This design comes from an exercise in tuning for small area and a short achievable clock period on the open sky130 flow, not from production work. RTL that was checked went through simulation tests only; none was proved equivalent to the original. No driver is modelled on the clock port, so clock power and skew are understated where the tree is cut down; a real chip needs a root buffer or a tree. Power figures rest on the tool's default switching activity, not on a simulated workload.

Design pipelined_multiplier, start of the top module:
module pipelined_multiplier (
    input clk,
    input rst,
    input [10:0] n1,
    input [7:0] n2,
    output reg [18:0] product
);
    reg [10:0] a1;
    reg [7:0] b1;
    reg [48:0] r2;
    reg [32:0] r3;
    reg v1, v2, v3;
    wire pp1;
    wire pp2;
    wire pp3;
    wire pp4;
    wire pp5;
    wire pp6;
    wire pp7;
    wire pp8;
    wire pp9;
    wire pp10;
    wire pp11;
    wire pp12;
    wire pp13;
    wire pp14;
    wire pp15;
    wire pp16;
    wire pp17;
    wire pp18;
    wire pp19;
    wire pp20;
    wire pp21;
    wire pp22;
    wire pp23;
    wire pp24;
    wire pp25;
    wire pp26;
    wire pp27;
    wire pp28;
    wire pp29;
    wire pp30;
    wire pp31;
    wire pp32;
    wire pp33;
    wire pp34;
    wire pp35;
    wire pp36;
    wire pp37;
    wire pp38;
    wire pp39;
    wire pp40;
    wire pp41;
    wire pp42;
    wire pp43;
    wire pp44;
    wire pp45;
    wire pp46;
    wire pp47;
    wire pp48;
    wire pp49;
    wire pp50;
    wire pp51;
    wire pp52;
    wire pp53;
    wire pp54;
  ...
For scale: roughly 440 cells after synthesis, about 120 flip-flops, about 40 I/O pins, ~5100 µm² of cells after synthesis.
Settings: LEC_CHECK=0, CAP_MARGIN=20, CORE_MARGIN=2, CORE_UTILIZATION=60, SETUP_SLACK_MARGIN=2.8, SLEW_MARGIN=20; clock period 4.5 ns.
standard.sh (not shown) runs the stock make flow with config.mk's settings and CLKGATE_MAP_FILE= SYNTH_SCRIPT=/design/flow/synth_recipe.tcl, a recipe that flattens the netlist after the stock synthesis.
==> flow/flow/run.sh <==
#!/bin/bash
# Own layout flow: the standard ORFS flow (standard.sh) with three changes:
#  - synthesis: the same script as synth_recipe.tcl, except that the second
#    part of Yosys's synth (fine:) runs with -noabc, so the bit-level adders
#    of the design reach extract_fa as written and map onto full-adder cells
#    without inverters between them (the final ABC mapping still runs);
#  - port buffers: buffer_ports uses sky130_fd_sc_hd__buf_1 instead of the
#    cell it picks by itself (clkdlybuf4s50_1);
#  - clock tree: flow/mycts.tcl (sourced before CTS) replaces
#    clock_tree_synthesis with a one-level tree (4 clkbuf_16 buffers fed by
#    the clock port, each driving a quarter of the flip-flops).
# Each tool's output goes to its own log file in the work folder.
set -euo pipefail
work=$(pwd)
first='proc synth {args} { yosys synth -nofsm -noshare {*}$args }'
if [[ "$(head -1 synth_recipe.tcl)" == "$first" ]]; then
  {
    echo 'proc synth {args} { if {[lsearch $args "fine:"] >= 0} { yosys synth -nofsm -noshare -noabc {*}$args } else { yosys synth -nofsm -noshare {*}$args } }'
    tail -n +2 synth_recipe.tcl
  } > "$work/own_synth.tcl"
else
  cp synth_recipe.tcl "$work/own_synth.tcl"
fi
extra=()
if [[ -f flow/extra.mk ]]; then
  while IFS= read -r line; do
    [[ -n "$line" && "$line" != \#* ]] && extra+=("$line")
  done < flow/extra.mk
fi
bash standard.sh SYNTH_SCRIPT="$work/own_synth.tcl" \
  "BUFFER_PORTS_ARGS=-buffer_cell sky130_fd_sc_hd__buf_1" "PRE_CTS_TCL=$work/flow/mycts.tcl" ${extra[@]+"${extra[@]}"} finish \
  > "$work/orfs_make.log" 2>&1
Other scripts of this flow, unchanged in this note and not shown: flow/flow/mycts.tcl
==> next run, changes <==
--- a/flow/design.v
+++ b/flow/design.v
@@ -1,18 +1,19 @@
 module pipelined_multiplier (
     input clk,
     input rst,
     input [10:0] n1,
     input [7:0] n2,
-    output reg [18:0] product
+    output [18:0] product
 );
     reg [10:0] a1;
     reg [7:0] b1;
     reg [48:0] r2;
     reg [32:0] r3;
-    reg v1, v2, v3;
+    reg v1, v2, v3, vn4;
+    reg [18:0] qn4;
     wire pp1;
     wire pp2;
     wire pp3;
     wire pp4;
     wire pp5;
     wire pp6;
@@ -787,12 +788,13 @@
         r3[27] <= p234;
         r3[28] <= g233;
         r3[29] <= p236;
         r3[30] <= g235;
         r3[31] <= p238;
         r3[32] <= g237;
+        qn4 <= ~sum3;
     end
     always @(posedge clk or posedge rst) begin
         if (rst) begin
             v1 <= 1'b0;
             v2 <= 1'b0;
             v3 <= 1'b0;
@@ -801,11 +803,12 @@
             v2 <= v1;
             v3 <= v2;
         end
     end
     always @(posedge clk or posedge rst) begin
         if (rst)
-            product <= 19'b0;
+            vn4 <= 1'b1;
         else
-            product <= sum3 & {19{v3}};
+            vn4 <= ~v3;
     end
+    assign product = ~(qn4 | {19{vn4}});
 endmodule
The changed run ran to the end with no violations.
First-iteration DRC count decreases by 25%.
Final area goes down by 1.3%.
Maximum frequency went down by 17%.
Cell count went up by 0.35%.
Power goes up by 0.92%.
Worst hold slack loses 0.0096 ns.
Clock skew came out higher by 0.0039 ns.
Worst setup slack is worse by 0.34 ns.
Register-to-register slack is worse by 0.05 ns.
Utilization shrinks by 0.19 points.
No functional check of the RTL was part of the second run of this note. No run of this note takes its clock network from TritonCTS; it comes from the design's own scripts or RTL.

## branch maple
pipelined_multiplier, a different RTL version from the one above (not shown whole).
Size: about 600 cells after synthesis, ~100 flip-flops, about 40 I/O pins, roughly 5600 um^2 of cells after synthesis.
==> module pipelined_multiplier, before the edit <==
module pipelined_multiplier (
    input clk,
    input rst,
    input [10:0] n1,
    input [7:0] n2,
    output reg [18:0] product
);
    reg [10:0] a1, a2, a3;
    reg [7:0]  b1;
    reg [4:0]  b2;
    reg [1:0]  b3;
    reg [13:0] p2;
    reg [16:0] p3;
    reg        v1, v2, v3;
    always @(posedge clk) begin
        a1 <= n1; b1 <= n2;
        a2 <= a1; b2 <= b1[7:3]; p2 <= a1 * b1[2:0];
        a3 <= a2; b3 <= b2[4:3]; p3 <= p2 + ((a2 * b2[2:0]) << 3);
    end
    always @(posedge clk or posedge rst) begin
        if (rst) begin
            v1 <= 1'b0;
            v2 <= 1'b0;
            v3 <= 1'b0;
        end else begin
            v1 <= 1'b1;
            v2 <= v1;
            v3 <= v2;
        end
    end
    always @(posedge clk or posedge rst) begin
        if (rst)
            product <= 19'b0;
        else if (v3)
            product <= p3 + ((a3 * b3) << 6);
        else
            product <= 19'b0;
    end
endmodule
==> flow/config.mk <==
export PLATFORM = sky130hd
export DESIGN_NAME = pipelined_multiplier
export DESIGN_NICKNAME = pipelined_multiplier
export VERILOG_FILES = /design/flow/design.v
export SDC_FILE = /design/flow/constraint.sdc
export NUM_CORES = 4
export LEC_CHECK = 0
export CAP_MARGIN = 20
export CORE_MARGIN = 2
export CORE_UTILIZATION = 40
export SLEW_MARGIN = 20
==> flow/constraint.sdc <==
create_clock -name core_clock -period 4.5 [get_ports {clk}]
set_input_delay 0.9000 -clock core_clock [delete_from_list [all_inputs] [get_ports {clk}]]
set_output_delay 0.9000 -clock core_clock [all_outputs]
set_load 0.01 [all_outputs]
run.sh (not shown) runs the stock make flow with config.mk's settings and CLKGATE_MAP_FILE= SYNTH_SCRIPT=/design/flow/synth_recipe.tcl, a recipe that flattens the netlist after the stock synthesis.
Stock flow here: none of the scripts above is used.
Setup changes, branch maple to branch zinc
==> flow/design.v <==
module pipelined_multiplier (
    input clk,                 
    input rst,                 
    input [10:0] n1,           
    input [7:0] n2,        
    output reg [18:0] product  
);
    reg [10:0] reg_n1_stage1;
    reg [7:0] reg_n2_stage1;
    reg [18:0] partial_product_stage2;
    reg [18:0] final_product_stage3;
    always @(posedge clk or posedge rst) begin
        if (rst) begin
            reg_n1_stage1 <= 11'b0;
            reg_n2_stage1 <= 8'b0;
        end else begin
            reg_n1_stage1 <= n1;
            reg_n2_stage1 <= n2;
        end
    end
    always @(posedge clk or posedge rst) begin
        if (rst) begin
            partial_product_stage2 <= 19'b0;
        end else begin
            partial_product_stage2 <= reg_n1_stage1 * reg_n2_stage1; 
        end
    end
    always @(posedge clk or posedge rst) begin
        if (rst) begin
            final_product_stage3 <= 19'b0;
        end else begin
            final_product_stage3 <= {3'b000, partial_product_stage2};     
        end
    end
    always @(posedge clk or posedge rst) begin
        if (rst) begin
            product <= 19'b0;
        end else begin
            product <= final_product_stage3;
        end
    end
endmodule
==> run notes <==
Looking at timing endpoint of the critical path, the p3[16] result is from branch maple; the partial_product_stage2[18] one comes from branch zinc. Looking at leakage power figure, branch zinc sits 0.29 nW below branch maple. Inverter count of the layout excluding clock inverters ends up higher on branch zinc. Looking only at wire length, and setting everything else aside, the lower value of branch maple and branch zinc goes to branch zinc. The non-clock buffer count number comes out lower for branch maple vs branch zinc. branch maple ended up with b2[2] as its launching instance or port of the critical path; branch zinc ended up with reg_n1_stage1[9]. branch zinc: no failed stages, no open violations at the end. branch zinc vs. branch maple: utilization went up by 1.2 points. branch zinc: logic depth of the worst setup path including buffers 4 below branch maple. Cmp branch maple and branch zinc / count of clock-buffer cells in the layout / higher: branch zinc.
For branch maple, only the layout was checked, not whether the RTL still works.

## afterwards: timing with drivers on the ports
How much do the figures lean on ideal ports? The routed layouts below were timed once more, with nothing changed but the port constraints.
Step 1: set_driving_cell puts a clkbuf_16 on clk and a buf_2 on each other input, an assumption about the parent block.
Step 2 moves the port delays by t, midway between the first and last clock arrival at a register: inputs arrive t later, outputs are due t later. That takes back most of the time a late clock gives input paths.
Slacks: ideal / step 1 / step 2; pairs: ideal / step 1.
run	t, ns	setup WS [ns]	hold slack, ns	clock arrival spread, ns	worst data-port slew with drivers (ns)
the first run of note 1	0.243	2.817 / 2.817 / 2.817	0.343 / 0.343 / 0.343	0.006 / 0.006	0.03
the second run of note 1	0.242	2.475 / 2.397 / 2.639	0.333 / 0.333 / 0.333	0.009 / 0.009	0.03
branch maple	0.389	0.479 / 0.479 / 0.479	0.327 / 0.327 / 0.327	0.005 / 0.005	0.03
branch zinc	0.381	0.157 / 0.157 / 0.157	0.344 / 0.344 / 0.344	0.007 / 0.007	0.03
After both steps setup and hold are still met in every run listed.
